Source: an optimization exercise on an open RTL-to-GDS flow (aim: small area). Production flows keep margins and buffers that such runs may drop. No run shown here included a check of the RTL's function; only the layout flow was run. In every run shown here, the design's own scripts or RTL, not TritonCTS, make the clock network. The clock port is modelled as an ideal driver, which makes a skipped or thinned clock tree look cheaper than it is; a real chip needs a root buffer or a tree.

<file path="config.mk">
export PLATFORM = sky130hd
export DESIGN_NAME = fir_filter
export DESIGN_NICKNAME = fir_filter
export VERILOG_FILES = /design/flow/design.v
export SDC_FILE = /design/flow/constraint.sdc
export NUM_CORES = 4
export LEC_CHECK = 0
export CAP_MARGIN = 20
export CORE_MARGIN = 2
export CORE_UTILIZATION = 72
export GPL_TIMING_DRIVEN = 0
export SLEW_MARGIN = 20
export SYNTH_HIERARCHICAL = 1
</file>
<file path="constraint.sdc">
create_clock -name core_clock -period 13.0 [get_ports {clk}]
set_input_delay 2.6000 -clock core_clock [delete_from_list [all_inputs] [get_ports {clk}]]
set_output_delay 2.6000 -clock core_clock [all_outputs]
set_load 0.01 [all_outputs]
</file>
<file path="design.v">
module fir_filter(clk,reset,data_in,data_out);
input clk,reset;
input signed [15:0] data_in;  
output reg signed [15:0] data_out;  
reg [15:0] x0, x1, x2, x3, x4, x5, x6, x7;
wire [15:0] y;
always @(posedge clk or posedge reset)
  if (reset) begin
    x0 <= 0; x1 <= 0; x2 <= 0; x3 <= 0;
    x4 <= 0; x5 <= 0; x6 <= 0; x7 <= 0;
    data_out <= 0;
  end else begin
    x0 <= data_in; x1 <= x0; x2 <= x1; x3 <= x2;
    x4 <= x3; x5 <= x4; x6 <= x5; x7 <= x6;
    data_out <= y;
  end
  wire n1 = x1[0] ^ x6[0];
  wire n2 = x1[0] & x6[0];
  wire n3, n4;
  fir_fa u_n3 (.a(x1[1]), .b(x6[1]), .c(n2), .s(n3), .co(n4));
  wire n5, n6;
  fir_fa u_n5 (.a(x1[2]), .b(x6[2]), .c(n4), .s(n5), .co(n6));
  wire n7, n8;
  fir_fa u_n7 (.a(x1[3]), .b(x6[3]), .c(n6), .s(n7), .co(n8));
  wire n9, n10;
  fir_fa u_n9 (.a(x1[4]), .b(x6[4]), .c(n8), .s(n9), .co(n10));
  wire n11, n12;
  fir_fa u_n11 (.a(x1[5]), .b(x6[5]), .c(n10), .s(n11), .co(n12));
  wire n13, n14;
  fir_fa u_n13 (.a(x1[6]), .b(x6[6]), .c(n12), .s(n13), .co(n14));
  wire n15, n16;
  fir_fa u_n15 (.a(x1[7]), .b(x6[7]), .c(n14), .s(n15), .co(n16));
  wire n17, n18;
  fir_fa u_n17 (.a(x1[8]), .b(x6[8]), .c(n16), .s(n17), .co(n18));
  wire n19, n20;
  fir_fa u_n19 (.a(x1[9]), .b(x6[9]), .c(n18), .s(n19), .co(n20));
  wire n21, n22;
  fir_fa u_n21 (.a(x1[10]), .b(x6[10]), .c(n20), .s(n21), .co(n22));
  wire n23, n24;
  fir_fa u_n23 (.a(x1[11]), .b(x6[11]), .c(n22), .s(n23), .co(n24));
  wire n25, n26;
  fir_fa u_n25 (.a(x1[12]), .b(x6[12]), .c(n24), .s(n25), .co(n26));
  wire n27, n28;
  fir_fa u_n27 (.a(x1[13]), .b(x6[13]), .c(n26), .s(n27), .co(n28));
  wire n29, n30;
  fir_fa u_n29 (.a(x1[14]), .b(x6[14]), .c(n28), .s(n29), .co(n30));
  wire n31, n32;
  fir_fa u_n31 (.a(~x1[15]), .b(~x6[15]), .c(n30), .s(n31), .co(n32));
  wire n33 = x2[0] ^ x5[0];
  wire n34 = x2[0] & x5[0];
  wire n35, n36;
  fir_fa u_n35 (.a(x2[1]), .b(x5[1]), .c(n34), .s(n35), .co(n36));
  wire n37, n38;
  fir_fa u_n37 (.a(x2[2]), .b(x5[2]), .c(n36), .s(n37), .co(n38));
  wire n39, n40;
  fir_fa u_n39 (.a(x2[3]), .b(x5[3]), .c(n38), .s(n39), .co(n40));
  wire n41, n42;
  fir_fa u_n41 (.a(x2[4]), .b(x5[4]), .c(n40), .s(n41), .co(n42));
  wire n43, n44;
  fir_fa u_n43 (.a(x2[5]), .b(x5[5]), .c(n42), .s(n43), .co(n44));
  wire n45, n46;
  fir_fa u_n45 (.a(x2[6]), .b(x5[6]), .c(n44), .s(n45), .co(n46));
  wire n47, n48;
  fir_fa u_n47 (.a(x2[7]), .b(x5[7]), .c(n46), .s(n47), .co(n48));
  wire n49, n50;
  fir_fa u_n49 (.a(x2[8]), .b(x5[8]), .c(n48), .s(n49), .co(n50));
  wire n51, n52;
  fir_fa u_n51 (.a(x2[9]), .b(x5[9]), .c(n50), .s(n51), .co(n52));
  wire n53, n54;
  fir_fa u_n53 (.a(x2[10]), .b(x5[10]), .c(n52), .s(n53), .co(n54));
  wire n55, n56;
  fir_fa u_n55 (.a(x2[11]), .b(x5[11]), .c(n54), .s(n55), .co(n56));
  wire n57, n58;
  fir_fa u_n57 (.a(x2[12]), .b(x5[12]), .c(n56), .s(n57), .co(n58));
  wire n59, n60;
  fir_fa u_n59 (.a(x2[13]), .b(x5[13]), .c(n58), .s(n59), .co(n60));
  wire n61, n62;
  fir_fa u_n61 (.a(x2[14]), .b(x5[14]), .c(n60), .s(n61), .co(n62));
  wire n63, n64;
  fir_fa u_n63 (.a(~x2[15]), .b(~x5[15]), .c(n62), .s(n63), .co(n64));
  wire n65 = x3[0] ^ x4[0];
  wire n66 = x3[0] & x4[0];
  wire n67, n68;
  fir_fa u_n67 (.a(x3[1]), .b(x4[1]), .c(n66), .s(n67), .co(n68));
  wire n69, n70;
  fir_fa u_n69 (.a(x3[2]), .b(x4[2]), .c(n68), .s(n69), .co(n70));
  wire n71, n72;
  fir_fa u_n71 (.a(x3[3]), .b(x4[3]), .c(n70), .s(n71), .co(n72));
  wire n73, n74;
  fir_fa u_n73 (.a(x3[4]), .b(x4[4]), .c(n72), .s(n73), .co(n74));
  wire n75, n76;
  fir_fa u_n75 (.a(x3[5]), .b(x4[5]), .c(n74), .s(n75), .co(n76));
  wire n77, n78;
  fir_fa u_n77 (.a(x3[6]), .b(x4[6]), .c(n76), .s(n77), .co(n78));
  wire n79, n80;
  fir_fa u_n79 (.a(x3[7]), .b(x4[7]), .c(n78), .s(n79), .co(n80));
  wire n81, n82;
  fir_fa u_n81 (.a(x3[8]), .b(x4[8]), .c(n80), .s(n81), .co(n82));
  wire n83, n84;
  fir_fa u_n83 (.a(x3[9]), .b(x4[9]), .c(n82), .s(n83), .co(n84));
  wire n85, n86;
  fir_fa u_n85 (.a(x3[10]), .b(x4[10]), .c(n84), .s(n85), .co(n86));
  wire n87, n88;
  fir_fa u_n87 (.a(x3[11]), .b(x4[11]), .c(n86), .s(n87), .co(n88));
  wire n89, n90;
  fir_fa u_n89 (.a(x3[12]), .b(x4[12]), .c(n88), .s(n89), .co(n90));
  wire n91, n92;
  fir_fa u_n91 (.a(x3[13]), .b(x4[13]), .c(n90), .s(n91), .co(n92));
  wire n93, n94;
  fir_fa u_n93 (.a(x3[14]), .b(x4[14]), .c(n92), .s(n93), .co(n94));
  wire n95, n96;
  fir_fa u_n95 (.a(~x3[15]), .b(~x4[15]), .c(n94), .s(n95), .co(n96));
  wire n97 = ~x0[0] ^ n33;
  wire n98 = ~x0[0] & n33;
  wire n99, n100;
  fir_fa u_n99 (.a(~x0[1]), .b(n98), .c(n35), .s(n99), .co(n100));
  wire n101, n102;
  fir_fa u_n101 (.a(~x0[2]), .b(n37), .c(n100), .s(n101), .co(n102));
  wire n103, n104;
  fir_fa u_n103 (.a(~x0[3]), .b(n39), .c(n102), .s(n103), .co(n104));
  wire n105, n106;
  fir_fa u_n105 (.a(~x0[4]), .b(n41), .c(n104), .s(n105), .co(n106));
  wire n107, n108;
  fir_fa u_n107 (.a(~x0[5]), .b(n43), .c(n106), .s(n107), .co(n108));
  wire n109, n110;
  fir_fa u_n109 (.a(~x0[6]), .b(n45), .c(n108), .s(n109), .co(n110));
  wire n111, n112;
  fir_fa u_n111 (.a(~x0[7]), .b(n47), .c(n110), .s(n111), .co(n112));
  wire n113, n114;
  fir_fa u_n113 (.a(~x0[8]), .b(n49), .c(n112), .s(n113), .co(n114));
  wire n115, n116;
  fir_fa u_n115 (.a(~x0[9]), .b(n51), .c(n114), .s(n115), .co(n116));
  wire n117, n118;
  fir_fa u_n117 (.a(~x0[10]), .b(n53), .c(n116), .s(n117), .co(n118));
  wire n119, n120;
  fir_fa u_n119 (.a(~x0[11]), .b(n55), .c(n118), .s(n119), .co(n120));
  wire n121, n122;
  fir_fa u_n121 (.a(~x0[12]), .b(n57), .c(n120), .s(n121), .co(n122));
  wire n123, n124;
  fir_fa u_n123 (.a(~x0[13]), .b(n59), .c(n122), .s(n123), .co(n124));
  wire n125, n126;
  fir_fa u_n125 (.a(~x0[14]), .b(n61), .c(n124), .s(n125), .co(n126));
  wire n127, n128;
  fir_fa u_n127 (.a(x0[15]), .b(n63), .c(n126), .s(n127), .co(n128));
  wire n129 = n64 ^ n128;
  wire n130 = n64 & n128;
  wire n131 = x0[3] ^ n1;
  wire n132 = x0[3] & n1;
  wire n133, n134;
  fir_fa u_n133 (.a(x0[4]), .b(n132), .c(n3), .s(n133), .co(n134));
  wire n135, n136;
  fir_fa u_n135 (.a(x0[5]), .b(n5), .c(n134), .s(n135), .co(n136));
  wire n137, n138;
  fir_fa u_n137 (.a(x0[6]), .b(n7), .c(n136), .s(n137), .co(n138));
  wire n139, n140;
  fir_fa u_n139 (.a(x0[7]), .b(n9), .c(n138), .s(n139), .co(n140));
  wire n141, n142;
  fir_fa u_n141 (.a(x0[8]), .b(n11), .c(n140), .s(n141), .co(n142));
  wire n143, n144;
  fir_fa u_n143 (.a(x0[9]), .b(n13), .c(n142), .s(n143), .co(n144));
  wire n145, n146;
  fir_fa u_n145 (.a(x0[10]), .b(n15), .c(n144), .s(n145), .co(n146));
  wire n147, n148;
  fir_fa u_n147 (.a(x0[11]), .b(n17), .c(n146), .s(n147), .co(n148));
  wire n149, n150;
  fir_fa u_n149 (.a(x0[12]), .b(n19), .c(n148), .s(n149), .co(n150));
  wire n151, n152;
  fir_fa u_n151 (.a(x0[13]), .b(n21), .c(n150), .s(n151), .co(n152));
  wire n153, n154;
  fir_fa u_n153 (.a(x0[14]), .b(n23), .c(n152), .s(n153), .co(n154));
  wire n155, n156;
  fir_fa u_n155 (.a(~x0[15]), .b(n25), .c(n154), .s(n155), .co(n156));
  wire n157 = n27 ^ n156;
  wire n158 = n27 & n156;
  wire n159 = n158 ^ n29;
  wire n160 = n158 & n29;
  wire n161 = n160 ^ n31;
  wire n162 = n160 & n31;
  wire n163 = n32 ^ n162;
  wire n164 = n32 & n162;
  wire n165 = x7[0] ^ n3;
  wire n166 = x7[0] & n3;
  wire n167, n168;
  fir_fa u_n167 (.a(x7[1]), .b(n166), .c(n5), .s(n167), .co(n168));
  wire n169, n170;
  fir_fa u_n169 (.a(x7[2]), .b(n7), .c(n168), .s(n169), .co(n170));
  wire n171, n172;
  fir_fa u_n171 (.a(x7[3]), .b(n9), .c(n170), .s(n171), .co(n172));
  wire n173, n174;
  fir_fa u_n173 (.a(x7[4]), .b(n11), .c(n172), .s(n173), .co(n174));
  wire n175, n176;
  fir_fa u_n175 (.a(x7[5]), .b(n13), .c(n174), .s(n175), .co(n176));
  wire n177, n178;
  fir_fa u_n177 (.a(x7[6]), .b(n15), .c(n176), .s(n177), .co(n178));
  wire n179, n180;
  fir_fa u_n179 (.a(x7[7]), .b(n17), .c(n178), .s(n179), .co(n180));
  wire n181, n182;
  fir_fa u_n181 (.a(x7[8]), .b(n19), .c(n180), .s(n181), .co(n182));
  wire n183, n184;
  fir_fa u_n183 (.a(x7[9]), .b(n21), .c(n182), .s(n183), .co(n184));
  wire n185, n186;
  fir_fa u_n185 (.a(x7[10]), .b(n23), .c(n184), .s(n185), .co(n186));
  wire n187 = x7[11] ^ n25;
  wire n188 = x7[11] & n25;
  wire n189, n190;
  fir_fa u_n189 (.a(x7[12]), .b(n188), .c(n27), .s(n189), .co(n190));
  wire n191, n192;
  fir_fa u_n191 (.a(x7[13]), .b(n29), .c(n190), .s(n191), .co(n192));
  wire n193, n194;
  fir_fa u_n193 (.a(x7[14]), .b(n192), .c(n31), .s(n193), .co(n194));
  wire n195, n196;
  fir_fa u_n195 (.a(x7[15]), .b(~n32), .c(~n194), .s(n195), .co(n196));
  wire n197 = x7[0] ^ n97;
  wire n198 = x7[0] & n97;
  wire n199, n200;
  fir_fa u_n199 (.a(x7[1]), .b(n198), .c(n99), .s(n199), .co(n200));
  wire n201, n202;
  fir_fa u_n201 (.a(x7[2]), .b(n200), .c(n101), .s(n201), .co(n202));
  wire n203, n204;
  fir_fa u_n203 (.a(x7[3]), .b(n202), .c(n103), .s(n203), .co(n204));
  wire n205, n206;
  fir_fa u_n205 (.a(x7[4]), .b(n204), .c(n105), .s(n205), .co(n206));
  wire n207, n208;
  fir_fa u_n207 (.a(x7[5]), .b(n206), .c(n107), .s(n207), .co(n208));
  wire n209, n210;
  fir_fa u_n209 (.a(x7[6]), .b(n208), .c(n109), .s(n209), .co(n210));
  wire n211, n212;
  fir_fa u_n211 (.a(x7[7]), .b(n210), .c(n111), .s(n211), .co(n212));
  wire n213, n214;
  fir_fa u_n213 (.a(x7[8]), .b(n212), .c(n113), .s(n213), .co(n214));
  wire n215, n216;
  fir_fa u_n215 (.a(x7[9]), .b(n214), .c(n115), .s(n215), .co(n216));
  wire n217, n218;
  fir_fa u_n217 (.a(x7[10]), .b(n216), .c(n117), .s(n217), .co(n218));
  wire n219, n220;
  fir_fa u_n219 (.a(x7[11]), .b(n218), .c(n119), .s(n219), .co(n220));
  wire n221, n222;
  fir_fa u_n221 (.a(x7[12]), .b(n220), .c(n121), .s(n221), .co(n222));
  wire n223, n224;
  fir_fa u_n223 (.a(x7[13]), .b(n222), .c(n123), .s(n223), .co(n224));
  wire n225, n226;
  fir_fa u_n225 (.a(x7[14]), .b(n224), .c(n125), .s(n225), .co(n226));
  wire n227, n228;
  fir_fa u_n227 (.a(~x7[15]), .b(n226), .c(n127), .s(n227), .co(n228));
  wire n229 = n65 ^ n99;
  wire n230 = n65 & n99;
  wire n231, n232;
  fir_fa u_n231 (.a(n67), .b(n230), .c(n101), .s(n231), .co(n232));
  wire n233, n234;
  fir_fa u_n233 (.a(n69), .b(n232), .c(n103), .s(n233), .co(n234));
  wire n235, n236;
  fir_fa u_n235 (.a(n71), .b(n234), .c(n105), .s(n235), .co(n236));
  wire n237, n238;
  fir_fa u_n237 (.a(n73), .b(n236), .c(n107), .s(n237), .co(n238));
  wire n239, n240;
  fir_fa u_n239 (.a(n75), .b(n238), .c(n109), .s(n239), .co(n240));
  wire n241, n242;
  fir_fa u_n241 (.a(n77), .b(n240), .c(n111), .s(n241), .co(n242));
  wire n243, n244;
  fir_fa u_n243 (.a(n79), .b(n242), .c(n113), .s(n243), .co(n244));
  wire n245, n246;
  fir_fa u_n245 (.a(n81), .b(n244), .c(n115), .s(n245), .co(n246));
  wire n247, n248;
  fir_fa u_n247 (.a(n83), .b(n246), .c(n117), .s(n247), .co(n248));
  wire n249, n250;
  fir_fa u_n249 (.a(n85), .b(n248), .c(n119), .s(n249), .co(n250));
  wire n251, n252;
  fir_fa u_n251 (.a(n87), .b(n250), .c(n121), .s(n251), .co(n252));
  wire n253, n254;
  fir_fa u_n253 (.a(n89), .b(n252), .c(n123), .s(n253), .co(n254));
  wire n255, n256;
  fir_fa u_n255 (.a(n91), .b(n254), .c(n125), .s(n255), .co(n256));
  wire n257, n258;
  fir_fa u_n257 (.a(n93), .b(n256), .c(n127), .s(n257), .co(n258));
  wire n259, n260;
  fir_fa u_n259 (.a(n95), .b(n129), .c(n258), .s(n259), .co(n260));
  wire n261, n262;
  fir_fa u_n261 (.a(n96), .b(n130), .c(n260), .s(n261), .co(n262));
  wire n263 = x0[0] ^ n201;
  wire n264 = x0[0] & n201;
  wire n265, n266;
  fir_fa u_n265 (.a(x0[1]), .b(n264), .c(n203), .s(n265), .co(n266));
  wire n267, n268;
  fir_fa u_n267 (.a(x0[2]), .b(n266), .c(n205), .s(n267), .co(n268));
  wire n269, n270;
  fir_fa u_n269 (.a(n131), .b(n268), .c(n207), .s(n269), .co(n270));
  wire n271, n272;
  fir_fa u_n271 (.a(n133), .b(n270), .c(n209), .s(n271), .co(n272));
  wire n273, n274;
  fir_fa u_n273 (.a(n135), .b(n272), .c(n211), .s(n273), .co(n274));
  wire n275, n276;
  fir_fa u_n275 (.a(n137), .b(n274), .c(n213), .s(n275), .co(n276));
  wire n277, n278;
  fir_fa u_n277 (.a(n139), .b(n276), .c(n215), .s(n277), .co(n278));
  wire n279, n280;
  fir_fa u_n279 (.a(n141), .b(n278), .c(n217), .s(n279), .co(n280));
  wire n281, n282;
  fir_fa u_n281 (.a(n143), .b(n280), .c(n219), .s(n281), .co(n282));
  wire n283 = n145 ^ n221;
  wire n284 = n145 & n221;
  wire n285, n286;
  fir_fa u_n285 (.a(n147), .b(n284), .c(n223), .s(n285), .co(n286));
  wire n287, n288;
  fir_fa u_n287 (.a(n149), .b(n286), .c(n225), .s(n287), .co(n288));
  wire n289, n290;
  fir_fa u_n289 (.a(n151), .b(n288), .c(n227), .s(n289), .co(n290));
  wire n291, n292;
  fir_fa u_n291 (.a(n153), .b(n129), .c(n228), .s(n291), .co(n292));
  wire n293 = n290 ^ n291;
  wire n294 = n290 & n291;
  wire n295, n296;
  fir_fa u_n295 (.a(n155), .b(n130), .c(n292), .s(n295), .co(n296));
  wire n297 = n294 ^ n295;
  wire n298 = n294 & n295;
  wire n299 = (1'b0 & n1) | (1'b0 & n199) | (n1 & n199);
  wire n300, n301;
  fir_fa u_n300 (.a(n97), .b(n165), .c(n299), .s(n300), .co(n301));
  wire n302 = ~(n263 | n300);
  wire n303 = 1'b0 ^ x0[0] ^ n229;
  wire n304 = (1'b0 & x0[0]) | (1'b0 & n229) | (x0[0] & n229);
  wire n305, n306;
  fir_fa u_n305 (.a(n167), .b(n303), .c(n301), .s(n305), .co(n306));
  wire n307 = (~n302 & n305) | (~n302 & n265) | (n305 & n265);
  wire n308 = 1'b0 ^ x0[1] ^ n1;
  wire n309 = (1'b0 & x0[1]) | (1'b0 & n1) | (x0[1] & n1);
  wire n310, n311;
  fir_fa u_n310 (.a(n308), .b(n304), .c(n169), .s(n310), .co(n311));
  wire n312, n313;
  fir_fa u_n312 (.a(n231), .b(n310), .c(n306), .s(n312), .co(n313));
  wire n314, n315;
  fir_fa u_n314 (.a(n312), .b(n267), .c(n307), .s(n314), .co(n315));
  wire n316 = n65 & ~n314;
  wire n317, n318;
  fir_fa u_n317 (.a(x0[2]), .b(n309), .c(n197), .s(n317), .co(n318));
  wire n319, n320;
  fir_fa u_n319 (.a(~n67), .b(n165), .c(n317), .s(n319), .co(n320));
  wire n321, n322;
  fir_fa u_n321 (.a(n319), .b(n171), .c(n311), .s(n321), .co(n322));
  wire n323, n324;
  fir_fa u_n323 (.a(n233), .b(n321), .c(n313), .s(n323), .co(n324));
  wire n325, n326;
  fir_fa u_n325 (.a(n323), .b(n315), .c(n269), .s(n325), .co(n326));
  wire n327 = n316 & ~n325;
  wire n328, n329;
  fir_fa u_n328 (.a(n131), .b(n318), .c(n167), .s(n328), .co(n329));
  wire n330, n331;
  fir_fa u_n330 (.a(n199), .b(n320), .c(n328), .s(n330), .co(n331));
  wire n332, n333;
  fir_fa u_n332 (.a(n330), .b(n173), .c(n322), .s(n332), .co(n333));
  wire n334, n335;
  fir_fa u_n334 (.a(n235), .b(n332), .c(n324), .s(n334), .co(n335));
  wire n336, n337;
  fir_fa u_n336 (.a(n334), .b(n326), .c(n271), .s(n336), .co(n337));
  wire n338 = (n69 & n327) | (n69 & ~n336) | (n327 & ~n336);
  wire n339, n340;
  fir_fa u_n339 (.a(n133), .b(n329), .c(n169), .s(n339), .co(n340));
  wire n341, n342;
  fir_fa u_n341 (.a(n263), .b(n331), .c(n339), .s(n341), .co(n342));
  wire n343, n344;
  fir_fa u_n343 (.a(n341), .b(n175), .c(n333), .s(n343), .co(n344));
  wire n345, n346;
  fir_fa u_n345 (.a(n237), .b(n343), .c(n335), .s(n345), .co(n346));
  wire n347, n348;
  fir_fa u_n347 (.a(n345), .b(n337), .c(n273), .s(n347), .co(n348));
  wire n349 = (n71 & n338) | (n71 & ~n347) | (n338 & ~n347);
  wire n350 = 1'b0 ^ n1 ^ n135;
  wire n351 = (1'b0 & n1) | (1'b0 & n135) | (n1 & n135);
  wire n352, n353;
  fir_fa u_n352 (.a(n350), .b(n171), .c(n340), .s(n352), .co(n353));
  wire n354, n355;
  fir_fa u_n354 (.a(n342), .b(n352), .c(n265), .s(n354), .co(n355));
  wire n356, n357;
  fir_fa u_n356 (.a(n177), .b(n344), .c(n354), .s(n356), .co(n357));
  wire n358, n359;
  fir_fa u_n358 (.a(n239), .b(n356), .c(n346), .s(n358), .co(n359));
  wire n360, n361;
  fir_fa u_n360 (.a(n358), .b(n348), .c(n275), .s(n360), .co(n361));
  wire n362 = (n73 & n349) | (n73 & ~n360) | (n349 & ~n360);
  wire n363, n364;
  fir_fa u_n363 (.a(n165), .b(n137), .c(n351), .s(n363), .co(n364));
  wire n365, n366;
  fir_fa u_n365 (.a(n363), .b(n173), .c(n353), .s(n365), .co(n366));
  wire n367, n368;
  fir_fa u_n367 (.a(n365), .b(n355), .c(n267), .s(n367), .co(n368));
  wire n369, n370;
  fir_fa u_n369 (.a(n179), .b(n357), .c(n367), .s(n369), .co(n370));
  wire n371, n372;
  fir_fa u_n371 (.a(n241), .b(n369), .c(n359), .s(n371), .co(n372));
  wire n373, n374;
  fir_fa u_n373 (.a(n371), .b(n361), .c(n277), .s(n373), .co(n374));
  wire n375 = (n75 & n362) | (n75 & ~n373) | (n362 & ~n373);
  wire n376 = 1'b0 ^ n167 ^ n139;
  wire n377 = (1'b0 & n167) | (1'b0 & n139) | (n167 & n139);
  wire n378, n379;
  fir_fa u_n378 (.a(n364), .b(n376), .c(n175), .s(n378), .co(n379));
  wire n380, n381;
  fir_fa u_n380 (.a(n366), .b(n378), .c(n368), .s(n380), .co(n381));
  wire n382, n383;
  fir_fa u_n382 (.a(n269), .b(n181), .c(n370), .s(n382), .co(n383));
  wire n384, n385;
  fir_fa u_n384 (.a(n380), .b(n243), .c(n382), .s(n384), .co(n385));
  wire n386, n387;
  fir_fa u_n386 (.a(n97), .b(n77), .c(~n372), .s(n386), .co(n387));
  wire n388, n389;
  fir_fa u_n388 (.a(n384), .b(n374), .c(n279), .s(n388), .co(n389));
  wire n390 = (n386 & n375) | (n386 & ~n388) | (n375 & ~n388);
  wire n391, n392;
  fir_fa u_n391 (.a(n169), .b(n141), .c(n377), .s(n391), .co(n392));
  wire n393, n394;
  fir_fa u_n393 (.a(n391), .b(n379), .c(n177), .s(n393), .co(n394));
  wire n395, n396;
  fir_fa u_n395 (.a(n393), .b(n381), .c(n271), .s(n395), .co(n396));
  wire n397, n398;
  fir_fa u_n397 (.a(n183), .b(n383), .c(n395), .s(n397), .co(n398));
  wire n399, n400;
  fir_fa u_n399 (.a(n385), .b(n245), .c(n397), .s(n399), .co(n400));
  wire n401, n402;
  fir_fa u_n401 (.a(n229), .b(n79), .c(n387), .s(n401), .co(n402));
  wire n403, n404;
  fir_fa u_n403 (.a(n399), .b(n389), .c(n281), .s(n403), .co(n404));
  wire n405 = (n401 & n390) | (n401 & ~n403) | (n390 & ~n403);
  wire n406, n407;
  fir_fa u_n406 (.a(n1), .b(n97), .c(n171), .s(n406), .co(n407));
  wire n408, n409;
  fir_fa u_n408 (.a(n406), .b(n143), .c(n392), .s(n408), .co(n409));
  wire n410, n411;
  fir_fa u_n410 (.a(n408), .b(n179), .c(n394), .s(n410), .co(n411));
  wire n412, n413;
  fir_fa u_n412 (.a(n410), .b(n396), .c(n273), .s(n412), .co(n413));
  wire n414, n415;
  fir_fa u_n414 (.a(n185), .b(n398), .c(n412), .s(n414), .co(n415));
  wire n416, n417;
  fir_fa u_n416 (.a(n247), .b(n400), .c(n414), .s(n416), .co(n417));
  wire n418, n419;
  fir_fa u_n418 (.a(n231), .b(n81), .c(n402), .s(n418), .co(n419));
  wire n420, n421;
  fir_fa u_n420 (.a(n416), .b(n282), .c(n283), .s(n420), .co(n421));
  wire n422, n423;
  fir_fa u_n422 (.a(~n418), .b(n404), .c(n420), .s(n422), .co(n423));
  wire n424 = n405 & ~n422;
  wire n425 = 1'b0 ^ n165 ^ n229;
  wire n426 = (1'b0 & n165) | (1'b0 & n229) | (n165 & n229);
  wire n427, n428;
  fir_fa u_n427 (.a(n425), .b(n407), .c(n173), .s(n427), .co(n428));
  wire n429, n430;
  fir_fa u_n429 (.a(n427), .b(n145), .c(n409), .s(n429), .co(n430));
  wire n431, n432;
  fir_fa u_n431 (.a(n429), .b(n181), .c(n411), .s(n431), .co(n432));
  wire n433, n434;
  fir_fa u_n433 (.a(n431), .b(n186), .c(n413), .s(n433), .co(n434));
  wire n435, n436;
  fir_fa u_n435 (.a(n187), .b(n275), .c(n415), .s(n435), .co(n436));
  wire n437, n438;
  fir_fa u_n437 (.a(n433), .b(n249), .c(n417), .s(n437), .co(n438));
  wire n439, n440;
  fir_fa u_n439 (.a(n233), .b(n83), .c(n419), .s(n439), .co(n440));
  wire n441, n442;
  fir_fa u_n441 (.a(n435), .b(n437), .c(n421), .s(n441), .co(n442));
  wire n443, n444;
  fir_fa u_n443 (.a(n285), .b(n441), .c(n423), .s(n443), .co(n444));
  wire n445 = (n439 & n424) | (n439 & ~n443) | (n424 & ~n443);
  wire n446, n447;
  fir_fa u_n446 (.a(n167), .b(n426), .c(n231), .s(n446), .co(n447));
  wire n448, n449;
  fir_fa u_n448 (.a(n446), .b(n175), .c(n428), .s(n448), .co(n449));
  wire n450, n451;
  fir_fa u_n450 (.a(n448), .b(n147), .c(n430), .s(n450), .co(n451));
  wire n452, n453;
  fir_fa u_n452 (.a(n97), .b(n235), .c(n85), .s(n452), .co(n453));
  wire n454, n455;
  fir_fa u_n454 (.a(n450), .b(n183), .c(n432), .s(n454), .co(n455));
  wire n456, n457;
  fir_fa u_n456 (.a(n454), .b(n434), .c(n277), .s(n456), .co(n457));
  wire n458, n459;
  fir_fa u_n458 (.a(n189), .b(n436), .c(n456), .s(n458), .co(n459));
  wire n460, n461;
  fir_fa u_n460 (.a(n438), .b(n251), .c(n458), .s(n460), .co(n461));
  wire n462, n463;
  fir_fa u_n462 (.a(n460), .b(n442), .c(n287), .s(n462), .co(n463));
  wire n464, n465;
  fir_fa u_n464 (.a(n452), .b(n440), .c(n445), .s(n464), .co(n465));
  wire n466 = (n444 & n462) | (n444 & ~n464) | (n462 & ~n464);
  wire n467, n468;
  fir_fa u_n467 (.a(n169), .b(n447), .c(n233), .s(n467), .co(n468));
  wire n469, n470;
  fir_fa u_n469 (.a(n467), .b(n177), .c(n449), .s(n469), .co(n470));
  wire n471, n472;
  fir_fa u_n471 (.a(n469), .b(n149), .c(n451), .s(n471), .co(n472));
  wire n473, n474;
  fir_fa u_n473 (.a(n229), .b(n237), .c(n87), .s(n473), .co(n474));
  wire n475, n476;
  fir_fa u_n475 (.a(n471), .b(n185), .c(n455), .s(n475), .co(n476));
  wire n477, n478;
  fir_fa u_n477 (.a(n475), .b(n457), .c(n279), .s(n477), .co(n478));
  wire n479, n480;
  fir_fa u_n479 (.a(n191), .b(n459), .c(n477), .s(n479), .co(n480));
  wire n481, n482;
  fir_fa u_n481 (.a(n253), .b(n461), .c(n479), .s(n481), .co(n482));
  wire n483, n484;
  fir_fa u_n483 (.a(n453), .b(n473), .c(~n481), .s(n483), .co(n484));
  wire n485, n486;
  fir_fa u_n485 (.a(~n483), .b(n463), .c(n289), .s(n485), .co(n486));
  wire n487, n488;
  fir_fa u_n487 (.a(n485), .b(~n465), .c(n466), .s(n487), .co(n488));
  wire n489 = 1'b0 ^ n171 ^ n468;
  wire n490 = (1'b0 & n171) | (1'b0 & n468) | (n171 & n468);
  wire n491, n492;
  fir_fa u_n491 (.a(n235), .b(n489), .c(n179), .s(n491), .co(n492));
  wire n493, n494;
  fir_fa u_n493 (.a(n470), .b(n491), .c(n151), .s(n493), .co(n494));
  wire n495, n496;
  fir_fa u_n495 (.a(n231), .b(n239), .c(n89), .s(n495), .co(n496));
  wire n497, n498;
  fir_fa u_n497 (.a(n472), .b(n186), .c(n493), .s(n497), .co(n498));
  wire n499, n500;
  fir_fa u_n499 (.a(n187), .b(n476), .c(n497), .s(n499), .co(n500));
  wire n501, n502;
  fir_fa u_n501 (.a(n499), .b(n478), .c(n281), .s(n501), .co(n502));
  wire n503, n504;
  fir_fa u_n503 (.a(n193), .b(n480), .c(n501), .s(n503), .co(n504));
  wire n505, n506;
  fir_fa u_n505 (.a(n255), .b(n482), .c(n503), .s(n505), .co(n506));
  wire n507, n508;
  fir_fa u_n507 (.a(n474), .b(n495), .c(n484), .s(n507), .co(n508));
  wire n509, n510;
  fir_fa u_n509 (.a(n505), .b(n293), .c(n486), .s(n509), .co(n510));
  wire n511, n512;
  fir_fa u_n511 (.a(~n507), .b(n509), .c(n488), .s(n511), .co(n512));
  wire n513 = 1'b0 ^ n173 ^ n490;
  wire n514 = (1'b0 & n173) | (1'b0 & n490) | (n173 & n490);
  wire n515, n516;
  fir_fa u_n515 (.a(n237), .b(n513), .c(n181), .s(n515), .co(n516));
  wire n517, n518;
  fir_fa u_n517 (.a(n492), .b(n515), .c(n153), .s(n517), .co(n518));
  wire n519, n520;
  fir_fa u_n519 (.a(n233), .b(n241), .c(n91), .s(n519), .co(n520));
  wire n521, n522;
  fir_fa u_n521 (.a(n494), .b(n498), .c(n517), .s(n521), .co(n522));
  wire n523, n524;
  fir_fa u_n523 (.a(n189), .b(n500), .c(n521), .s(n523), .co(n524));
  wire n525, n526;
  fir_fa u_n525 (.a(n523), .b(n282), .c(n283), .s(n525), .co(n526));
  wire n527, n528;
  fir_fa u_n527 (.a(n496), .b(n519), .c(n195), .s(n527), .co(n528));
  wire n529, n530;
  fir_fa u_n529 (.a(n502), .b(n525), .c(n504), .s(n529), .co(n530));
  wire n531, n532;
  fir_fa u_n531 (.a(n257), .b(n529), .c(n506), .s(n531), .co(n532));
  wire n533, n534;
  fir_fa u_n533 (.a(n527), .b(~n531), .c(n508), .s(n533), .co(n534));
  wire n535, n536;
  fir_fa u_n535 (.a(n297), .b(~n533), .c(n510), .s(n535), .co(n536));
  wire n537 = n535 ^ n512;
  wire n538 = ~(n535 | n512);
  wire n539 = 1'b0 ^ n175 ^ n514;
  wire n540 = (1'b0 & n175) | (1'b0 & n514) | (n175 & n514);
  wire n541, n542;
  fir_fa u_n541 (.a(n239), .b(n539), .c(n183), .s(n541), .co(n542));
  wire n543, n544;
  fir_fa u_n543 (.a(n516), .b(n541), .c(n518), .s(n543), .co(n544));
  wire n545, n546;
  fir_fa u_n545 (.a(n235), .b(n243), .c(n93), .s(n545), .co(n546));
  wire n547, n548;
  fir_fa u_n547 (.a(n155), .b(n157), .c(n522), .s(n547), .co(n548));
  wire n549, n550;
  fir_fa u_n549 (.a(n543), .b(n191), .c(n524), .s(n549), .co(n550));
  wire n551, n552;
  fir_fa u_n551 (.a(n520), .b(n545), .c(n196), .s(n551), .co(n552));
  wire n553, n554;
  fir_fa u_n553 (.a(n547), .b(n549), .c(n526), .s(n553), .co(n554));
  wire n555, n556;
  fir_fa u_n555 (.a(n285), .b(n553), .c(n530), .s(n555), .co(n556));
  wire n557, n558;
  fir_fa u_n557 (.a(n555), .b(n532), .c(n259), .s(n557), .co(n558));
  wire n559, n560;
  fir_fa u_n559 (.a(n528), .b(n551), .c(n534), .s(n559), .co(n560));
  wire n561, n562;
  fir_fa u_n561 (.a(n296), .b(n298), .c(n557), .s(n561), .co(n562));
  wire n563, n564;
  fir_fa u_n563 (.a(n561), .b(~n559), .c(n536), .s(n563), .co(n564));
  wire n565, n566;
  fir_fa u_n565 (.a(n177), .b(n540), .c(n241), .s(n565), .co(n566));
  wire n567, n568;
  fir_fa u_n567 (.a(n565), .b(n185), .c(n542), .s(n567), .co(n568));
  wire n569, n570;
  fir_fa u_n569 (.a(n567), .b(n157), .c(n544), .s(n569), .co(n570));
  wire n571, n572;
  fir_fa u_n571 (.a(n237), .b(n245), .c(n546), .s(n571), .co(n572));
  wire n573, n574;
  fir_fa u_n573 (.a(n159), .b(~n95), .c(n548), .s(n573), .co(n574));
  wire n575, n576;
  fir_fa u_n575 (.a(n569), .b(n550), .c(n573), .s(n575), .co(n576));
  wire n577, n578;
  fir_fa u_n577 (.a(n193), .b(n575), .c(n554), .s(n577), .co(n578));
  wire n579, n580;
  fir_fa u_n579 (.a(n287), .b(n577), .c(n556), .s(n579), .co(n580));
  wire n581, n582;
  fir_fa u_n581 (.a(n579), .b(n558), .c(n261), .s(n581), .co(n582));
  wire n583, n584;
  fir_fa u_n583 (.a(n571), .b(n552), .c(n560), .s(n583), .co(n584));
  wire n585, n586;
  fir_fa u_n585 (.a(n562), .b(n581), .c(n564), .s(n585), .co(n586));
  wire n587, n588;
  fir_fa u_n587 (.a(n179), .b(n566), .c(n243), .s(n587), .co(n588));
  wire n589, n590;
  fir_fa u_n589 (.a(n186), .b(n187), .c(n587), .s(n589), .co(n590));
  wire n591, n592;
  fir_fa u_n591 (.a(n568), .b(n589), .c(n159), .s(n591), .co(n592));
  wire n593, n594;
  fir_fa u_n593 (.a(n239), .b(n247), .c(n572), .s(n593), .co(n594));
  wire n595, n596;
  fir_fa u_n595 (.a(~n96), .b(n570), .c(n161), .s(n595), .co(n596));
  wire n597, n598;
  fir_fa u_n597 (.a(n591), .b(n574), .c(n595), .s(n597), .co(n598));
  wire n599, n600;
  fir_fa u_n599 (.a(n593), .b(~n576), .c(n195), .s(n599), .co(n600));
  wire n601, n602;
  fir_fa u_n601 (.a(n597), .b(n578), .c(n289), .s(n601), .co(n602));
  wire n603, n604;
  fir_fa u_n603 (.a(n580), .b(n262), .c(n601), .s(n603), .co(n604));
  wire n605, n606;
  fir_fa u_n605 (.a(~n599), .b(n582), .c(n603), .s(n605), .co(n606));
  wire n607, n608;
  fir_fa u_n607 (.a(~n584), .b(n605), .c(n586), .s(n607), .co(n608));
  wire n609, n610;
  fir_fa u_n609 (.a(n181), .b(n588), .c(n245), .s(n609), .co(n610));
  wire n611, n612;
  fir_fa u_n611 (.a(n590), .b(n609), .c(n189), .s(n611), .co(n612));
  wire n613, n614;
  fir_fa u_n613 (.a(n592), .b(n611), .c(n161), .s(n613), .co(n614));
  wire n615, n616;
  fir_fa u_n615 (.a(n241), .b(n249), .c(n594), .s(n615), .co(n616));
  wire n617, n618;
  fir_fa u_n617 (.a(n163), .b(n596), .c(n613), .s(n617), .co(n618));
  wire n619, n620;
  fir_fa u_n619 (.a(n196), .b(n615), .c(n600), .s(n619), .co(n620));
  wire n621, n622;
  fir_fa u_n621 (.a(n598), .b(n617), .c(n293), .s(n621), .co(n622));
  wire n623, n624;
  fir_fa u_n623 (.a(n602), .b(n621), .c(n604), .s(n623), .co(n624));
  wire n625, n626;
  fir_fa u_n625 (.a(~n619), .b(n623), .c(n606), .s(n625), .co(n626));
  wire n627, n628;
  fir_fa u_n627 (.a(n183), .b(n610), .c(n247), .s(n627), .co(n628));
  wire n629, n630;
  fir_fa u_n629 (.a(n191), .b(n612), .c(n627), .s(n629), .co(n630));
  wire n631, n632;
  fir_fa u_n631 (.a(n164), .b(n163), .c(n614), .s(n631), .co(n632));
  wire n633, n634;
  fir_fa u_n633 (.a(n243), .b(n251), .c(n616), .s(n633), .co(n634));
  wire n635, n636;
  fir_fa u_n635 (.a(n629), .b(n618), .c(n631), .s(n635), .co(n636));
  wire n637, n638;
  fir_fa u_n637 (.a(n633), .b(~n635), .c(n620), .s(n637), .co(n638));
  wire n639, n640;
  fir_fa u_n639 (.a(n297), .b(n622), .c(n624), .s(n639), .co(n640));
  wire n641, n642;
  fir_fa u_n641 (.a(~n637), .b(n639), .c(n626), .s(n641), .co(n642));
  wire n643, n644;
  fir_fa u_n643 (.a(n185), .b(n157), .c(n628), .s(n643), .co(n644));
  wire n645, n646;
  fir_fa u_n645 (.a(n249), .b(n164), .c(n630), .s(n645), .co(n646));
  wire n647, n648;
  fir_fa u_n647 (.a(n643), .b(n193), .c(n632), .s(n647), .co(n648));
  wire n649, n650;
  fir_fa u_n649 (.a(n245), .b(n253), .c(n634), .s(n649), .co(n650));
  wire n651, n652;
  fir_fa u_n651 (.a(n645), .b(n647), .c(n636), .s(n651), .co(n652));
  wire n653, n654;
  fir_fa u_n653 (.a(n651), .b(n296), .c(n298), .s(n653), .co(n654));
  wire n655, n656;
  fir_fa u_n655 (.a(n649), .b(n638), .c(~n653), .s(n655), .co(n656));
  wire n657, n658;
  fir_fa u_n657 (.a(~n655), .b(n640), .c(n642), .s(n657), .co(n658));
  wire n659 = 1'b0 ^ n186 ^ n187;
  wire n660 = (1'b0 & n186) | (1'b0 & n187) | (n186 & n187);
  wire n661, n662;
  fir_fa u_n661 (.a(n659), .b(n159), .c(n644), .s(n661), .co(n662));
  wire n663, n664;
  fir_fa u_n663 (.a(n251), .b(n646), .c(n661), .s(n663), .co(n664));
  wire n665, n666;
  fir_fa u_n665 (.a(n247), .b(n195), .c(n255), .s(n665), .co(n666));
  wire n667, n668;
  fir_fa u_n667 (.a(n648), .b(n663), .c(n652), .s(n667), .co(n668));
  wire n669, n670;
  fir_fa u_n669 (.a(n650), .b(n665), .c(~n667), .s(n669), .co(n670));
  wire n671, n672;
  fir_fa u_n671 (.a(n669), .b(~n654), .c(n656), .s(n671), .co(n672));
  wire n673, n674;
  fir_fa u_n673 (.a(n660), .b(n189), .c(n161), .s(n673), .co(n674));
  wire n675, n676;
  fir_fa u_n675 (.a(n673), .b(n662), .c(n253), .s(n675), .co(n676));
  wire n677, n678;
  fir_fa u_n677 (.a(n249), .b(n196), .c(n666), .s(n677), .co(n678));
  wire n679, n680;
  fir_fa u_n679 (.a(n664), .b(n675), .c(n668), .s(n679), .co(n680));
  wire n681, n682;
  fir_fa u_n681 (.a(n257), .b(n677), .c(n670), .s(n681), .co(n682));
  wire n683, n684;
  fir_fa u_n683 (.a(~n679), .b(n681), .c(n672), .s(n683), .co(n684));
  wire n685, n686;
  fir_fa u_n685 (.a(n191), .b(n163), .c(n674), .s(n685), .co(n686));
  wire n687, n688;
  fir_fa u_n687 (.a(n685), .b(n676), .c(n255), .s(n687), .co(n688));
  wire n689, n690;
  fir_fa u_n689 (.a(n251), .b(n678), .c(n259), .s(n689), .co(n690));
  wire n691, n692;
  fir_fa u_n691 (.a(n687), .b(n680), .c(~n689), .s(n691), .co(n692));
  wire n693, n694;
  fir_fa u_n693 (.a(n682), .b(~n691), .c(n684), .s(n693), .co(n694));
  wire n695 = 1'b0 ^ n164 ^ n193;
  wire n696 = (1'b0 & n164) | (1'b0 & n193) | (n164 & n193);
  wire n697, n698;
  fir_fa u_n697 (.a(n686), .b(n695), .c(n688), .s(n697), .co(n698));
  wire n699, n700;
  fir_fa u_n699 (.a(n253), .b(n690), .c(n261), .s(n699), .co(n700));
  wire n701, n702;
  fir_fa u_n701 (.a(n257), .b(n697), .c(n692), .s(n701), .co(n702));
  wire n703, n704;
  fir_fa u_n703 (.a(n699), .b(~n701), .c(n694), .s(n703), .co(n704));
  wire n705 = 1'b1 ^ n195 ^ n255;
  wire n706 = (1'b1 & n195) | (1'b1 & n255) | (n195 & n255);
  wire n707, n708;
  fir_fa u_n707 (.a(n696), .b(n698), .c(n259), .s(n707), .co(n708));
  wire n709, n710;
  fir_fa u_n709 (.a(n705), .b(n262), .c(n700), .s(n709), .co(n710));
  wire n711, n712;
  fir_fa u_n711 (.a(n707), .b(n702), .c(~n709), .s(n711), .co(n712));
  wire n713, n714;
  fir_fa u_n713 (.a(n196), .b(n706), .c(n257), .s(n713), .co(n714));
  wire n715, n716;
  fir_fa u_n715 (.a(~n713), .b(n708), .c(n261), .s(n715), .co(n716));
  wire n717, n718;
  fir_fa u_n717 (.a(n715), .b(~n710), .c(n712), .s(n717), .co(n718));
  wire n719 = n714 ^ n259 ^ ~n262;
  wire n720 = n716 ^ ~n719 ^ n718;
  wire n721 = n538 ^ ~n563;
  wire n722 = n538 & ~n563;
  wire n723, n724;
  fir_fa u_n723 (.a(n583), .b(~n585), .c(n722), .s(n723), .co(n724));
  wire n725 = ~n607 ^ n724;
  wire n726 = ~n607 & n724;
  wire n727, n728;
  fir_fa u_n727 (.a(n608), .b(n625), .c(~n726), .s(n727), .co(n728));
  wire n729 = n641 ^ n728;
  wire n730 = ~(n641 | n728);
  wire n731 = ~n657 ^ n730;
  wire n732 = ~n657 & n730;
  wire n733, n734;
  fir_fa u_n733 (.a(~n658), .b(n671), .c(n732), .s(n733), .co(n734));
  wire n735 = n704 ^ ~n711;
  wire n736 = n704 & ~n711;
  wire n737 = ~n717 ^ n736;
  wire n738 = ~n717 & n736;
  wire n739 = ~n720 ^ n738;
  wire n740 = n693 ^ n683;
  wire n741 = n693 & n683;
  wire n742 = n703 ^ n741;
  wire n743 = n703 & n741;
  wire n744, n745;
  fir_fa u_n744 (.a(n704), .b(~n711), .c(n743), .s(n744), .co(n745));
  wire n746 = ~n717 ^ n745;
  wire n747 = ~n717 & n745;
  wire n748 = ~n720 ^ n747;
  wire n749 = n734 ? ~n683 : n683;
  wire n750 = n734 ? n740 : n693;
  wire n751 = n734 ? n742 : n703;
  wire n752 = n734 ? n744 : n735;
  wire n753 = n734 ? n746 : n737;
  wire n754 = n734 ? n748 : n739;
  assign y = {n754, n753, n752, n751, n750, n749, n733, n731, n729, ~n727, n725, n723, n721, n537, ~n511, ~n487};
endmodule
module fir_fa(a, b, c, s, co);
input a, b, c;
output s, co;
assign s = a ^ b ^ c;
assign co = (a & b) | (a & c) | (b & c);
endmodule
</file>
<file path="flow/run.sh">
#!/bin/bash
# The standard layout (bash standard.sh) with these changes:
#  - port buffers (one per input and output port, as standard) use buf_1 cells;
#  - after clock tree synthesis, its tree is replaced (POST_CTS_TCL hook) by a
#    two-level tree (flow/mantree.tcl, flow/rebuild.tcl): clk -> one clkbuf_8
#    -> 8 clkbuf_8 leaves, each driving the x* sample flip-flops of one
#    placement cluster; the 16 data_out flip-flops get their own leaf, fed
#    through two clkdlybuf4s50_1 cells.  That skew only helps the
#    register-to-register paths x* -> data_out (the filter arithmetic); the
#    input paths (data_in -> x0) see the normal clock and the output paths
#    (data_out -> ports) only lose slack.
# standard.sh's output goes to standard_flow.log; ORFS's per-step logs stay in orfs/logs.
set -euo pipefail
FLOWDIR="$PWD/flow"
cat > "$PWD/post_cts.tcl" <<EOF
source $FLOWDIR/mantree.tcl
source $FLOWDIR/rebuild.tcl
clktree_rebuild 8 sky130_fd_sc_hd__clkbuf_8 sky130_fd_sc_hd__clkbuf_8 {data_out*} sky130_fd_sc_hd__clkdlybuf4s50_1 2
detailed_placement
check_placement -verbose
estimate_parasitics -placement
report_worst_slack -max
report_worst_slack -min
EOF
export POST_CTS_TCL="$PWD/post_cts.tcl"
# the timing repair that follows global routing runs with the final clock tree
export SKIP_CTS_REPAIR_TIMING=1
export BUFFER_PORTS_ARGS="-buffer_cell sky130_fd_sc_hd__buf_1"
export CTS_ARGS="-sink_clustering_enable -repair_clock_nets -buf_list sky130_fd_sc_hd__clkbuf_8 -dont_use_dummy_load"
bash standard.sh > standard_flow.log 2>&1
</file>
<file path="flow/mantree.tcl">
# Build a two-level clock tree by hand: the clock port drives one root
# buffer, which drives NLEAF leaf buffers, each feeding the flip-flops of one
# k-means cluster (by placed location) directly.
proc mantree_build { nleaf leaf_cell root_cell {late_pat ""} {dly_cell ""} {ndly 0} } {
  set db [ord::get_db]
  set block [ord::get_db_block]
  set clknet [$block findNet clk]
  set sinks {}
  set late {}
  foreach it [$clknet getITerms] {
    if {$late_pat ne "" && [string match $late_pat [[$it getInst] getName]]} {
      lappend late $it
    } else {
      lappend sinks $it
    }
  }
  set pts {}
  foreach it $sinks {
    set b [[$it getInst] getBBox]
    lappend pts [list [expr {([$b xMin] + [$b xMax]) / 2}] [expr {([$b yMin] + [$b yMax]) / 2}]]
  }
  set n [llength $pts]
  # k-means, deterministic init: sinks sorted by x then split evenly
  set order [lsort -integer -indices [lmap p $pts {lindex $p 0}]]
  set cent {}
  for {set k 0} {$k < $nleaf} {incr k} {
    set i [lindex $order [expr {int(($k + 0.5) * $n / $nleaf)}]]
    lappend cent [lindex $pts $i]
  }
  set cap [expr {int(ceil(double($n) / $nleaf)) + 2}]
  for {set iter 0} {$iter < 30} {incr iter} {
    # capacity-limited assignment: closest sink-centroid pairs first
    set pairs {}
    for {set i 0} {$i < $n} {incr i} {
      set p [lindex $pts $i]
      for {set k 0} {$k < $nleaf} {incr k} {
        set c [lindex $cent $k]
        set d [expr {abs([lindex $p 0] - [lindex $c 0]) + abs([lindex $p 1] - [lindex $c 1])}]
        lappend pairs [list $d $i $k]
      }
    }
    set pairs [lsort -real -index 0 $pairs]
    set asg [lrepeat $n -1]
    set cnt [lrepeat $nleaf 0]
    foreach pr $pairs {
      lassign $pr d i k
      if {[lindex $asg $i] >= 0} continue
      if {[lindex $cnt $k] >= $cap} continue
      lset asg $i $k
      lset cnt $k [expr {[lindex $cnt $k] + 1}]
    }
    set newc {}
    for {set k 0} {$k < $nleaf} {incr k} {
      set sx 0; set sy 0; set m 0
      for {set i 0} {$i < $n} {incr i} {
        if {[lindex $asg $i] == $k} {
          set sx [expr {$sx + [lindex $pts $i 0]}]
          set sy [expr {$sy + [lindex $pts $i 1]}]
          incr m
        }
      }
      if {$m > 0} {
        lappend newc [list [expr {$sx / $m}] [expr {$sy / $m}]]
      } else {
        lappend newc [lindex $cent $k]
      }
    }
    set cent $newc
  }
  # root buffer at the centroid of the leaves
  set rx 0; set ry 0
  foreach c $cent { set rx [expr {$rx + [lindex $c 0]}]; set ry [expr {$ry + [lindex $c 1]}] }
  set rx [expr {$rx / $nleaf}]; set ry [expr {$ry / $nleaf}]
  set rmaster [$db findMaster $root_cell]
  set lmaster [$db findMaster $leaf_cell]
  set root [odb::dbInst_create $block $rmaster "clkroot_buf"]
  $root setLocation [expr {int($rx)}] [expr {int($ry)}]
  $root setPlacementStatus PLACED
  set rnet [odb::dbNet_create $block "clk_root"]
  $rnet setSigType CLOCK
  foreach it $sinks { $it disconnect }
  foreach it $late { $it disconnect }
  [$root findITerm A] connect $clknet
  [$root findITerm X] connect $rnet
  for {set k 0} {$k < $nleaf} {incr k} {
    set leaf [odb::dbInst_create $block $lmaster "clkleaf_buf_$k"]
    $leaf setLocation [expr {int([lindex $cent $k 0])}] [expr {int([lindex $cent $k 1])}]
    $leaf setPlacementStatus PLACED
    set lnet [odb::dbNet_create $block "clk_leaf_$k"]
    $lnet setSigType CLOCK
    [$leaf findITerm A] connect $rnet
    [$leaf findITerm X] connect $lnet
    for {set i 0} {$i < $n} {incr i} {
      if {[lindex $asg $i] == $k} {
        [lindex $sinks $i] connect $lnet
      }
    }
  }
  if {[llength $late] > 0} {
    # the late cluster: root net -> ndly delay cells -> one leaf buffer
    set lx 0; set ly 0
    foreach it $late {
      set b [[$it getInst] getBBox]
      set lx [expr {$lx + ([$b xMin] + [$b xMax]) / 2}]
      set ly [expr {$ly + ([$b yMin] + [$b yMax]) / 2}]
    }
    set lx [expr {int($lx / [llength $late])}]; set ly [expr {int($ly / [llength $late])}]
    set prev $rnet
    set dmaster [$db findMaster $dly_cell]
    for {set d 0} {$d < $ndly} {incr d} {
      set di [odb::dbInst_create $block $dmaster "clkdly_buf_$d"]
      $di setLocation $lx $ly
      $di setPlacementStatus PLACED
      set dn [odb::dbNet_create $block "clk_dly_$d"]
      $dn setSigType CLOCK
      [$di findITerm A] connect $prev
      [$di findITerm X] connect $dn
      set prev $dn
    }
    set leaf [odb::dbInst_create $block $lmaster "clkleaf_buf_late"]
    $leaf setLocation $lx $ly
    $leaf setPlacementStatus PLACED
    set lnet [odb::dbNet_create $block "clk_leaf_late"]
    $lnet setSigType CLOCK
    [$leaf findITerm A] connect $prev
    [$leaf findITerm X] connect $lnet
    foreach it $late { $it connect $lnet }
  }
  puts "mantree: $n sinks, $nleaf leaves, cluster sizes $cnt, late [llength $late] via $ndly $dly_cell"
}
</file>
<file path="flow/rebuild.tcl">
# Replace the clock tree that clock_tree_synthesis built with a two-level
# tree (mantree.tcl): every flip-flop clock pin goes back on the clock net,
# the CTS buffers and their nets are removed, then the new tree is built.
proc clktree_rebuild { nleaf leaf_cell root_cell {late_pat ""} {dly_cell ""} {ndly 0} } {
  set block [ord::get_db_block]
  set clknet [$block findNet clk]
  set bufs {}
  foreach inst [$block getInsts] {
    if {[string match "clkbuf_*" [$inst getName]] && [string match "sky130_fd_sc_hd__clkbuf_*" [[$inst getMaster] getName]]} {
      lappend bufs $inst
    }
  }
  set nets {}
  foreach b $bufs {
    set onet [[$b findITerm X] getNet]
    if {$onet ne "NULL"} { lappend nets $onet }
  }
  foreach onet $nets {
    foreach it [$onet getITerms] {
      set inst [$it getInst]
      if {[lsearch -exact $bufs $inst] >= 0} continue
      $it disconnect
      $it connect $clknet
    }
  }
  foreach b $bufs { odb::dbInst_destroy $b }
  foreach onet $nets { odb::dbNet_destroy $onet }
  puts "clktree_rebuild: removed [llength $bufs] CTS buffers"
  mantree_build $nleaf $leaf_cell $root_cell $late_pat $dly_cell $ndly
}
</file>
<file path="standard.sh">
#!/bin/bash
# synth_recipe.tcl (not shown) runs the flow's synth.tcl, then flattens the netlist and writes it again
# the make line also repeats each setting of config.mk as NAME=value (left out here)
make -C /OpenROAD-flow-scripts/flow DESIGN_CONFIG=/design/flow/config.mk WORK_HOME=/design/flow/orfs CLKGATE_MAP_FILE= SYNTH_SCRIPT=/design/flow/synth_recipe.tcl "${@:-finish}"
</file>
==> summary.txt, run 1 <==
Required @ worst endpoint - 14.28 ns
Compound-Gate Fraction of Synth Area - 0.596%
Crit Path Max Fanout - 4
RR Startpoint - x6[0]
Max Fclk - 0.0793 GHz
Setup CP Type - flip-flop to flip-flop
Final HPWL from detailed placement - 18400 um
DRC Markers - 0
GRT met2 Usage - 45.9%
Ant diodes - 0
Met1 Track Usage GR - 44.8%
Syn avg cell area - 18.0 um^2
Gr usage total - 29.6%
Warnings, synthesis - 7
Cell count after synthesis - 618
Max_cap viols - 0
Pre-CTS setup slack - -0.788 ns
Synth unique cells - 18
Worst Tran Pin Value - 0.481 ns
Share of cells above drive strength 1 - 6.92%
Critical Path Most Common Cell - fa_1
Largest family of logic cells by synthesized area - adder cells
Clk_skew - 0.996 ns
Hold Slack - 0.373 ns
Post-Synth XOR/XNOR Area - 0.472%
Placed insts - 840
Worst setup SP type - flip-flop
Core area - 15100 um^2
Slowest stage cell, crit path - fa_1
Hold path start - x7[15]
Nets - 1049
Die Span Y - 128 um
Tightest Hold Check Type - flip-flop to flip-flop
Largest net degree at the start of global routing - 77
Non-Filler Instances - 853
Minimum clock period - 12.60 ns
Final Hold Viols - 0
Vias in the first global route - 6194
Drt via density - 5.86
Synth Area in Adders - 63.0%
CP Launch Point - x6[0]
Register area share after synthesis - 32.4%
Initial antenna violation count - 0
Slew headroom - 67.9%
CTS sink cnt - 144
Leading register cell type out of synthesis - dfrtp_1
Final Slew Violations - 0
First-pass GRT wire length - 34800 um
Total gr overflow - 0
I/O pin count - 34
Post-synth EDFFs - 0
Routed Antenna Nets - 0
Worst Path Arrival - 13.89 ns
Tcrit/Tclk final - 96.9%
DR pass1 iterations - 4
Mapped cell area - 11100 um^2
Post-Synth Simple-Gate Area - 0.371%
Final setup violation count - 0
Full die area - 16500 um^2
WL per Instance - 24.6 um
Vias after detailed routing - 4996
Layout Area Growth over Synthesis - 5.79%
Latest clock arrival within the worst-skew pair - 1.39 ns
PortBufs - 33
Asr flop ratio synth - 100%
GRT Max-Usage Layer - met2
Synth Register Bits - 144
Total Wirelength - 21000 um
Outcome - complete, no violations
Iter 0 DRT Violations - 240
Rows - 45
Mux cell area share after synthesis - 0.405%
Final Wtd Congestion - 0.930
GRT met3 Usage - 8.51%
CTS clk-pin slew, worst paths - 0.10 ns
Die W - 128 um
Synth Net Count - 1000
Worst setup EP type - flip-flop
Initial Util - 73.5%
Post-layout worst setup margin - 0.397 ns
CP max stage delay - 0.61 ns
==> layout by cell type, fill, tap and decap left out, drive strengths merged <==
cell,n
nor2,2
nand2,2
ha,38
clkdlybuf4s50,2
a221o,1
buf,35
o211ai,1
xor2,1
nor4b,1
clkbuf,10
and2,1
o22ai,4
inv,82
a22oi,3
dfrtp,144
nor3,1
or3,1
mux2,4
maj3,1
xnor2,5
fa,326
==> area by class of cell <==
cell class / instances / area (um^2)
flip-flops and latches: 144 / 3600
inverters: 82 / 315
well taps: 188 / 235
multi-input cells: 392 / 7300
fillers: 800 / 3370
repair buffers: 35 / 159
plain buffers: 12 / 158
==> registers in the layout, summed over array words and instances (netlist names) <==
register / cells
data_out: 16
x0: 16
x1: 16
x2: 16
x3: 16
x4: 16
x5: 16
x6: 16
x7: 16
==> synthesized netlist by cell type (2+ instances only) <==
library cell    n  area [um^2]
xnor2_1         5         43.8
mux2_2          4         45.0
dfrtp_1       144         3600
ha_1           38          475
fa_1          326         6530
a22oi_1         3         22.5
nor2_1          2         7.51
nand2_1         2         7.51
inv_1          82          308
o22ai_1         4         25.0
==> per-module statistics from Yosys (local to each module, per instance) <==
module      cells  copies in the design  flip-flops and latches
fir_fa          1                   326                       0
fir_filter    292                     1                     144
==> per-stage QoR <==
step | util (%) | TNS [ns] | cell area [um^2]
2_1_floorplan | - | 0 | 11200
3_3_place_gp | 76.2 | -0.859 | 11500
6_report | 77.7 | 0 | 11800
5_1_grt | 77.7 | -0.0100 | 11800
3_5_place_dp | 76.5 | -1.74 | 11600
==> critical path: cells and delay by family (launching register included) <==
family | cells | cell delay, ns
fa+ha+maj | 31 | 12.12
flops | 1 | 0.41
xor+xnor | 3 | 0.39
buf+inv | 5 | 0.25
mux | 1 | 0.29
==> metal layers <==
metal  wire [um]  up-vias
met1        8790     2849
met4         369        0
met3        1600       33
met2       10200      162
li1            -     1952
met5           0        -
==> logic make-up after synthesis <==
| family | Yosys count |
|---|---|
| AO/OA/AOI/OAI | 9 |
| XOR/XNOR | 6 |
| adder cells (fa/ha/maj) | 365 |
| buffers and inverters | 82 |
| flip-flops | 144 |
| multiplexers | 4 |
| AND/OR/NAND/NOR | 8 |
==> final timing paths <==
path / to / slack, ns / depth (start not counted)
max in group asynchronous: x3[8] / 10.08 / 3
setup reg to reg: data_out[15] / 0.40 / 40
hold reg to reg: data_out[15] / 0.37 / 4
hold / removal: data_out[15] / 0.37 / 4
setup / recovery: data_out[15] / 0.40 / 40
min in group asynchronous: data_out[0] / 1.30 / 2
==> inputs of run 2 (changes only) <==
--- a/flow/run.sh
+++ b/flow/run.sh
@@ -6,5 +6,5 @@
 #    -> 8 clkbuf_8 leaves, each driving the x* sample flip-flops of one
 #    placement cluster; the 16 data_out flip-flops get their own leaf, fed
-#    through two clkdlybuf4s50_1 cells.  That skew only helps the
+#    through three clkdlybuf4s50_1 cells.  That skew only helps the
 #    register-to-register paths x* -> data_out (the filter arithmetic); the
 #    input paths (data_in -> x0) see the normal clock and the output paths
@@ -16,5 +16,5 @@
 source $FLOWDIR/mantree.tcl
 source $FLOWDIR/rebuild.tcl
-clktree_rebuild 8 sky130_fd_sc_hd__clkbuf_8 sky130_fd_sc_hd__clkbuf_8 {data_out*} sky130_fd_sc_hd__clkdlybuf4s50_1 2
+clktree_rebuild 8 sky130_fd_sc_hd__clkbuf_8 sky130_fd_sc_hd__clkbuf_8 {data_out*} sky130_fd_sc_hd__clkdlybuf4s50_1 3
 detailed_placement
 check_placement -verbose
==> run 2 against run 1 <==
Register-to-register slack improved by 0.30 ns. Largest cell class unchanged. Synthesized area unchanged. Wire length decreased by 0.25%. Setup slack improved by 0.30 ns. Final cell count increased by 0.23%. Still clean. Final area about the same. Fmax increased by 2.4%. Global-route usage unchanged. Via count about the same. First-iteration DRC count increased by 5.4%.
==> summary.txt, run 2 <==
Outcome - complete, no violations
Worst Tran Pin Value - 0.485 ns (+0.00444 ns)
Slew headroom - 67.6% (-0.30 points)
Full die area - 16500 um^2 (unchanged)
Iter 0 DRT Violations - 253 (+5.4%)
Syn avg cell area - 18.0 um^2 (unchanged)
Die W - 128 um (unchanged)
CP max stage delay - 0.52 ns (-0.09 ns)
Worst setup EP type - flip-flop
Setup CP Type - flip-flop to flip-flop
Hold path start - x7[15]
Layout Area Growth over Synthesis - 5.75% (about the same)
Initial antenna violation count - 0 (unchanged)
Non-Filler Instances - 855 (+0.23%)
CTS clk-pin slew, worst paths - 0.10 ns (about the same)
Cell count after synthesis - 618 (unchanged)
Max Fclk - 0.0813 GHz (+2.4%)
Clk_skew - 1.46 ns (+0.464 ns)
DRC Markers - 0 (unchanged)
Share of cells above drive strength 1 - 6.00% (-0.92 points)
First-pass GRT wire length - 34800 um (unchanged)
Most numerous cell in the Yosys netlist - fa_1
Crit Path Max Fanout - 5 (+1)
Initial Util - 73.5% (unchanged)
CTS sink cnt - 144 (unchanged)
Final Wtd Congestion - 0.930 (unchanged)
CP Buf/Inv Count - 5 (unchanged)
Core area - 15100 um^2 (unchanged)
Cell family with most CP delay - adder cells
Most used cells in the layout excluding fill and tap cells - fa_1 (303), dfrtp_1 (144), inv_1 (81)
RR Startpoint - x2[0]
Final HPWL from detailed placement - 18400 um (unchanged)
Die Span Y - 128 um (unchanged)
PortBufs - 33 (unchanged)
Rows - 45 (unchanged)
Slowest stage cell, crit path - fa_1
Tcrit/Tclk final - 94.6% (-2.3 points)
Minimum clock period - 12.30 ns (-0.300 ns)
Latest clock arrival within the worst-skew pair - 1.86 ns (+0.47 ns)
Critical Path Most Common Cell - fa_1
Synth Register Bits - 144 (unchanged)
Hold Slack - 0.00705 ns (-0.366 ns)
Drt via density - 5.84 (-0.25%)
Largest net degree at the start of global routing - 77 (unchanged)
Vias in the first global route - 6194 (unchanged)
Pre-CTS setup slack - -0.788 ns (unchanged)
Setup TNS - 0 ns (unchanged)
Post-synth EDFFs - 0 (unchanged)
Final setup violation count - 0 (unchanged)
Vias after detailed routing - 4995 (-0.020%)
DR pass1 iterations - 4 (unchanged)
Nets - 1051 (+0.19%)
Warnings, synthesis - 7 (unchanged)
Largest cells by area after synthesis - fa_1 (59%), dfrtp_1 (32%), ha_1 (4.3%), inv_1 (2.8%), mux2_2 (0.40%)
Synth unique cells - 18 (unchanged)
Post-layout worst setup margin - 0.697 ns (+0.300 ns)
Commonest non-fill, non-tap cell in the layout - fa_1
Fillers - 808 (+1.0%)
Asr flop ratio synth - 100% (unchanged)
Leading register cell type out of synthesis - dfrtp_1
Total Wirelength - 20900 um (-0.25%)
Mapped cell area - 11100 um^2 (unchanged)
Final Slew Violations - 0 (unchanged)
Largest area contributor in the netlist - fa_1
Tightest Hold Check Type - flip-flop to flip-flop
Final Hold Viols - 0 (unchanged)
RSZ-0062 raised after global routing - false
WL per Instance - 24.5 um (-0.48%)
Total gr overflow - 0 (unchanged)
CP Launch Point - x2[0]
Register area share after synthesis - 32.4% (unchanged)
Synth Net Count - 1000 (unchanged)
Placed insts - 840 (unchanged)
Worst Path Arrival - 14.09 ns (+0.20 ns)
Worst setup SP type - flip-flop
Layout Utilization - 77.7% (about the same)
Area share of the largest cell type after synthesis - 58.6% (unchanged)
Routed Antenna Nets - 0 (unchanged)
Gr usage total - 29.6% (unchanged)
Ant diodes - 0 (unchanged)
I/O pin count - 34 (unchanged)
List of most frequent post-synthesis cells - fa_1 (326), dfrtp_1 (144), inv_1 (82), ha_1 (38), xnor2_1 (5)
Required @ worst endpoint - 14.79 ns (+0.51 ns)
Max_cap viols - 0 (unchanged)
==> run 2: cell counts after synthesis <==
No cell type changed its count.
==> run 2: final timing paths <==
| check | depth (start not counted) | to | slack, ns |
|---|---|---|---|
| worst min register to register | 6 | data_out[0] | 0.007 |
| worst min-delay path | 6 | data_out[0] | 0.007 |
| worst max register to register | 44 | data_out[15] | 0.70 |
| max in group asynchronous | 3 | x3[8] | 10.08 |
| worst max-delay path | 44 | data_out[15] | 0.70 |
| min in group asynchronous | 2 | data_out[0] | 0.83 |
==> run 2: worst register-to-register path: cells and delay by family (launching register included) <==
family	cells	cell delay, ns
mux	1	0.36
flops	1	0.40
xor+xnor	3	0.46
simple gates	2	0.21
buf+inv	5	0.27
compound gates	1	0.36
fa+ha+maj	32	11.63
==> run 2: final cells by class <==
type	count	area (um^2)	share of cell area [%]
Tap cell	188	235	2.00
Timing Repair Buffer	36	171	1.46
Multi-Input combinational cell	392	7270	61.8
Sequential cell	144	3600	30.6
Inverter	82	315	2.68
Buffer	13	168	1.42
==> run 2: routing by layer <==
layer	GRT usage, %	wire [um]
met5	0	0
met4	4.85	351
met3	8.51	1640
met2	45.9	10200
met1	44.8	8730
==> run 2: stage by stage <==
stage / cell area [um^2]
6_report: 11800
5_1_grt: 11800
3_5_place_dp: 11600
3_3_place_gp: 11500
2_1_floorplan: 11200
==> run 2: per-module statistics from Yosys (local to each module, per instance) <==
module      area (um^2)  flip-flops and latches
fir_fa             20.0                       0
fir_filter         4600                     144
==> run 2: cell families (layout without fill, tap and decap cells) <==
| kind of cell | count (synthesis) | count (layout) | share of synthesized area, % |
|---|---|---|---|
| compound gates | 9 | 9 | 0.596 |
| buf+inv | 82 | 131 | 2.77 |
| mux | 4 | 4 | 0.405 |
| flops | 144 | 144 | 32.4 |
| xor+xnor | 6 | 6 | 0.472 |
| simple gates | 8 | 8 | 0.371 |
| fa+ha+maj | 365 | 365 | 63.0 |

-- static timing again, ports no longer ideal --
The results above use ideal ports. As a check the final layouts listed here were re-extracted and re-timed, cells and wires unchanged.
Step 1 sets driving cells, clkbuf_16 on the clock port and buf_2 on the other inputs (assumed; they add their load-dependent delay and slew).
Step 2, shift: input delay + t, output delay - t, t = (earliest + latest rising clock arrival at the registers) / 2. This alone moves slack from input paths to output paths.
a / b / c = ideal / step 1 / step 2; a / b = the first two.
| run | shift t [ns] | setup WS [ns] | hold slack, ns | clock arrival spread, ns |
|---|---|---|---|---|
| run 1 | 0.923 | 0.397 / 0.397 / 0.397 | 0.373 / 0.373 / 0.373 | 0.996 / 0.996 |
| run 2 | 1.159 | 0.697 / 0.697 / 0.697 | 0.007 / 0.007 / 0.007 | 1.460 / 1.460 |
In run 1 and run 2 the clock reaches the registers at very different times; t lies between them, and the last value is a rough guide only.
